From an optimization exercise on the open Yosys and OpenROAD flow, aimed at small area, a short achievable clock period and few clock cycles; shortcuts taken in it are not production practice.
The RTL was checked by simulation tests, not by an equivalence proof against the original design.
Power and IR drop assume default switching activity.

branch lagoon:
==> flow/design.v <==
module demosaic(clk, reset, in_en, data_in, wr_r, addr_r, wdata_r, rdata_r, wr_g, addr_g, wdata_g, rdata_g, wr_b, addr_b, wdata_b, rdata_b, done);
input clk;
input reset;
input in_en;
input [7:0] data_in;
output reg wr_r;
output [13:0] addr_r;
output reg [7:0] wdata_r;
input [7:0] rdata_r;
output reg wr_g;
output reg [13:0] addr_g;
output [7:0] wdata_g;
input [7:0] rdata_g;
output reg wr_b;
output [13:0] addr_b;
output reg [7:0] wdata_b;
input [7:0] rdata_b;
output reg done;
reg        fill;
reg [6:0]  r;             
reg [7:0]  q;             
reg [3:0]  ph;            
reg        first;         
reg        second;        
reg [7:0]  rg, rx;        
reg [7:0]  xb;            
reg [9:0]  p;             
reg [8:0]  ya;            
reg [7:0]  half;          
reg [9:0]  d;             
reg [7:0]  xn;            
reg [7:0]  hv;            
reg [13:0] addr_rb;
assign wdata_g = p[9:2];
assign addr_r = addr_rb;
assign addr_b = addr_rb;
wire       odd  = r[0];
wire [7:0] rv   = rx;
wire [7:0] rh   = rx;
wire [6:0] rm1 = r - 7'd1;
wire [6:0] rp1 = r + 7'd1;
wire [6:0] qc  = q[6:0];
wire [6:0] qm4 = qc - 7'd4;
wire [6:0] qm1 = qc - 7'd1;
wire [6:0] qp1 = qc + 7'd1;
wire [6:0] qp2 = qc + 7'd2;
wire       last = q[7] & (q[6:1] == 6'd1);
wire       endc = ph[2] & last & (r == 7'd127);
wire [9:0] g_sum = p + {2'b0, rg};
wire [9:0] v_sum = {1'b0, ya} + {2'b0, rv};
wire [9:0] d_sum = d + {2'b0, rv};
wire [8:0] h_sum = {1'b0, xn} + {1'b0, rh};
wire       s_in = !fill;
wire       s_d  = fill & ph[2];
wire       s_hr = fill & !ph[2] & odd;    
wire       s_hb = fill & !ph[2] & !odd;   
wire [7:0] nd_r = ({8{s_in}} & data_in) | ({8{s_hr}} & half) | ({8{s_hb}} & hv);
wire [7:0] nd_b = ({8{s_in}} & data_in) | ({8{s_hb}} & half) | ({8{s_hr}} & hv);
always @(posedge clk) begin
    rg <= rdata_g;
    rx <= (odd ^ ph[3]) ? rdata_r : rdata_b;
    wdata_r <= nd_r | ({8{s_d}} & d_sum[9:2]);
    wdata_b <= nd_b | ({8{s_d}} & d_sum[9:2]);
end
always @(posedge clk) begin
    if (reset) begin
        fill <= 1'b0;
        r <= 7'd0;
        q <= 8'd0;
        ph <= 4'd0;
        first <= 1'b1;
        second <= 1'b0;
        done <= 1'b0;
        wr_r <= 1'b0;
        wr_g <= 1'b0;
        wr_b <= 1'b0;
        addr_g <= 14'd0;
        addr_rb <= 14'd0;
    end else if (!fill) begin
        addr_g <= {r, qc};
        addr_rb <= {r, qc};
        p <= {data_in, 2'b00};
        wr_g <= in_en & (r[0] == qc[0]);
        wr_r <= in_en & !r[0] & qc[0];
        wr_b <= in_en & r[0] & !qc[0];
        if (in_en) begin
            q[6:0] <= qp1;
            if (qc == 7'd127) begin
                r <= rp1;
                if (r == 7'd127) begin
                    fill <= 1'b1;
                    ph <= 4'b1000;
                end
            end
        end
    end else begin
        ph <= {ph[2:0], ph[3]};
        wr_r <= 1'b0;
        wr_g <= 1'b0;
        wr_b <= 1'b0;
        if (ph[3]) addr_g <= first ? {r, qc} : {rm1, qm1};
        if (ph[0]) addr_g <= {rp1, qm1};
        if (ph[1]) begin
            addr_g <= {r, qp2};
            if (first) xb <= rg; else p <= g_sum;
        end
        if (ph[2]) begin
            addr_g <= {r, qm1};
            wr_g <= !first;
            p <= g_sum;
        end
        if (ph[3]) begin
            p <= {2'b0, xb} + {2'b0, rg};
            xb <= rg;
        end
        if (ph[3]) addr_rb <= {rm1, qc};
        if (ph[0]) begin
            addr_rb <= {rp1, qc};
            xn <= rh;
            hv <= h_sum[8:1];
        end
        if (ph[1]) begin
            addr_rb <= {r, qm4};
            wr_r <= !first & !second;
            wr_b <= !first & !second;
            d <= v_sum;
            half <= ya[8:1];
            ya <= {1'b0, rv};
        end
        if (ph[2]) begin
            addr_rb <= {r, qm1};
            wr_r <= !first & odd;
            wr_b <= !first & !odd;
            ya <= v_sum[8:0];
            q <= last ? {7'd0, rp1[0]} : q + 8'd2;
            if (last) r <= rp1;
            first <= last;
            second <= first;
        end
        if (done || endc) begin
            wr_r <= 1'b0; wr_g <= 1'b0; wr_b <= 1'b0;
        end
        if (endc) done <= 1'b1;
    end
end
endmodule
export LEC_CHECK = 0
export CAP_MARGIN = 20
export CORE_MARGIN = 2
export CORE_UTILIZATION = 40
export CTS_BUF_LIST = sky130_fd_sc_hd__clkbuf_4 sky130_fd_sc_hd__clkbuf_8
export PLACE_DENSITY = 0.6
export SETUP_SLACK_MARGIN = 3.1
export SLEW_MARGIN = 20
export TNS_END_PERCENT = 10
create_clock -name core_clock -period 5.0 [get_ports {clk}]
standard.sh (not shown) runs the stock make flow with config.mk's settings and CLKGATE_MAP_FILE= SYNTH_SCRIPT=/design/flow/synth_recipe.tcl, a recipe that flattens the netlist after the stock synthesis.
==> flow/flow/run.sh <==
#!/bin/bash
# The standard layout (the standard.sh, unchanged synthesis), except that
# the port buffers that global placement inserts on every input and output
# are sky130_fd_sc_hd__buf_1 rather than the default cell.
set -euo pipefail
export BUFFER_PORTS_ARGS="-buffer_cell sky130_fd_sc_hd__buf_1"
bash standard.sh finish > make_finish.log 2>&1
Testbench counts of branch lagoon, summed over its fixed seeds: cycles 802,816.
[inputs] branch yarrow vs branch lagoon
-- flow/design.v --
<<< branch lagoon, line 9
input [7:0] rdata_r;
output reg wr_g;
output reg [13:0] addr_g;
output [7:0] wdata_g;
input [7:0] rdata_g;
>>> branch yarrow, line 9
input [7:0] rdata_r;
output reg wr_g;
output [13:0] addr_g;
output [7:0] wdata_g;
input [7:0] rdata_g;
<<< branch lagoon, line 31
reg [7:0]  xn;            
reg [7:0]  hv;            
reg [13:0] addr_rb;
assign wdata_g = p[9:2];
assign addr_r = addr_rb;
assign addr_b = addr_rb;
wire       odd  = r[0];
wire [7:0] rv   = rx;
wire [7:0] rh   = rx;
wire [6:0] rm1 = r - 7'd1;
wire [6:0] rp1 = r + 7'd1;
wire [6:0] qc  = q[6:0];
wire [6:0] qm4 = qc - 7'd4;
wire [6:0] qm1 = qc - 7'd1;
wire [6:0] qp1 = qc + 7'd1;
wire [6:0] qp2 = qc + 7'd2;
wire       last = q[7] & (q[6:1] == 6'd1);
wire       endc = ph[2] & last & (r == 7'd127);
wire [9:0] g_sum = p + {2'b0, rg};
wire [9:0] v_sum = {1'b0, ya} + {2'b0, rv};
wire [9:0] d_sum = d + {2'b0, rv};
>>> branch yarrow, line 31
reg [7:0]  xn;            
reg [7:0]  hv;            
reg [6:0]  arow;          
reg [6:0]  gcol, rbcol;   
assign wdata_g = p[9:2];
assign addr_g = {arow, gcol};
assign addr_r = {arow, rbcol};
assign addr_b = {arow, rbcol};
wire       odd  = r[0];
wire [7:0] rv   = rx;
wire [7:0] rh   = rx;
wire [6:0] rp1 = r + 7'd1;
wire [6:0] qc  = q[6:0];
wire [6:0] qp1 = qc + 7'd1;
wire [6:0] roff = ph[3] ? 7'h7f : ph[0] ? 7'd1 : 7'd0;
wire [6:0] gco  = ph[1] ? 7'd2 : (ph[3] | ph[0] | (ph[2] & !first)) ? 7'h7f : 7'd0;
wire [6:0] rbo  = ph[1] ? 7'h7c : ph[2] ? 7'h7f : 7'd0;
wire       last = q[7] & (q[6:1] == 6'd1);
wire       endc = ph[2] & last & (r == 7'd127);
wire [9:0] g_sum = p + {2'b0, rg};
wire [9:0] x_sum = {2'b0, xb} + {2'b0, rg};
wire [9:0] p_next = ({10{!fill}} & {data_in, 2'b00})
                  | ({10{fill & ph[3] & second}} & {2'b0, rg})
                  | ({10{fill & ph[3] & !second}} & x_sum)
                  | ({10{fill & !ph[3]}} & g_sum);
wire [9:0] v_sum = {1'b0, ya} + {2'b0, rv};
wire [9:0] d_sum = d + {2'b0, rv};
<<< branch lagoon, line 75
        wr_g <= 1'b0;
        wr_b <= 1'b0;
        addr_g <= 14'd0;
        addr_rb <= 14'd0;
    end else if (!fill) begin
        addr_g <= {r, qc};
        addr_rb <= {r, qc};
        p <= {data_in, 2'b00};
        wr_g <= in_en & (r[0] == qc[0]);
        wr_r <= in_en & !r[0] & qc[0];
>>> branch yarrow, line 81
        wr_g <= 1'b0;
        wr_b <= 1'b0;
        arow <= 7'd0;
        gcol <= 7'd0;
        rbcol <= 7'd0;
    end else if (!fill) begin
        arow <= r + roff;
        gcol <= qc + gco;
        rbcol <= qc + rbo;
        p <= p_next;
        wr_g <= in_en & (r[0] == qc[0]);
        wr_r <= in_en & !r[0] & qc[0];
<<< branch lagoon, line 99
        wr_g <= 1'b0;
        wr_b <= 1'b0;
        if (ph[3]) addr_g <= first ? {r, qc} : {rm1, qm1};
        if (ph[0]) addr_g <= {rp1, qm1};
        if (ph[1]) begin
            addr_g <= {r, qp2};
            if (first) xb <= rg; else p <= g_sum;
        end
        if (ph[2]) begin
            addr_g <= {r, qm1};
            wr_g <= !first;
            p <= g_sum;
        end
        if (ph[3]) begin
            p <= {2'b0, xb} + {2'b0, rg};
            xb <= rg;
        end
        if (ph[3]) addr_rb <= {rm1, qc};
        if (ph[0]) begin
            addr_rb <= {rp1, qc};
            xn <= rh;
            hv <= h_sum[8:1];
        end
        if (ph[1]) begin
            addr_rb <= {r, qm4};
            wr_r <= !first & !second;
            wr_b <= !first & !second;
>>> branch yarrow, line 107
        wr_g <= 1'b0;
        wr_b <= 1'b0;
        arow <= r + roff;
        gcol <= qc + gco;
        rbcol <= qc + rbo;
        if (ph[1]) p <= p_next;
        if (ph[2]) begin
            wr_g <= !first;
            p <= p_next;
        end
        if (ph[3]) begin
            p <= p_next;
            xb <= rg;
        end
        if (ph[0] && second) p <= p_next;
        if (ph[0]) begin
            xn <= rh;
            hv <= h_sum[8:1];
        end
        if (ph[1]) begin
            wr_r <= !first & !second;
            wr_b <= !first & !second;
<<< branch lagoon, line 129
        end
        if (ph[2]) begin
            addr_rb <= {r, qm1};
            wr_r <= !first & odd;
            wr_b <= !first & !odd;
>>> branch yarrow, line 132
        end
        if (ph[2]) begin
            wr_r <= !first & odd;
            wr_b <= !first & !odd;
==> notes.md <==
branch yarrow finished every stage and its layout cleared the timing, DRC and antenna checks. Taking branch lagoon as the reference point, the final design area excluding fillers of branch yarrow falls by 1100 um^2. From branch lagoon to branch yarrow the numbers moved as follows: placed standard-cell area fell 8.7%; met1 track demand over resource shows a reduction of 4.1 points; post-route minimum period shows an increase of 0.010 ns. | die area | branch yarrow vs branch lagoon | better |. Between branch lagoon and branch yarrow, the placer's final routability congestion estimate is higher for branch yarrow. Compared with branch lagoon, branch yarrow shows a worst slack on hold paths that is 0.022 ns higher. Final cell utilization of the core: branch yarrow < branch lagoon. Going from branch lagoon to branch yarrow, maximum clock frequency shrank slightly. Summary — final routed wirelength across all metal layers, branch yarrow relative to branch lagoon: lower, by 4.9 mm. As far as number of top-level pins goes, branch lagoon and branch yarrow are indistinguishable; the numbers are identical. Slew of the pin with the lowest slew margin in branch yarrow vs branch lagoon: down 0.17 ns. Against branch lagoon, branch yarrow comes in 2.0 points lower on portion of total power attributed to the clock network.
Testbench counts of branch yarrow, summed over its fixed seeds: cycles 802,816.

==> re-timing with driven ports <==
The flow's constraints put no driver on any port. The routed layouts listed below were extracted and timed again, unchanged, in two steps. Step 1: set_driving_cell puts a clkbuf_16 on clk and a buf_2 on each other input, an assumption about the parent block. Step 2 moves the port delays by t, midway between the first and last clock arrival at a register: inputs arrive t later, outputs are due t later. That takes back most of the time a late clock gives input paths. Slacks: ideal / step 1 / step 2; pairs: ideal / step 1.
run | t, ns | setup slack, ns | worst register clock-pin slew, ns | worst slew at a driven data input, ns
branch lagoon | 0.500 | 2.873 / 2.873 / 2.391 | 0.09 / 0.09 | 0.05
branch yarrow | 0.499 | 2.862 / 2.862 / 2.567 | 0.09 / 0.09 | 0.07
After both steps every run listed still meets setup and hold. For branch lagoon, which loses most, drivers alone change the setup slack by 0.000 ns; drivers and shift together by -0.482 ns.
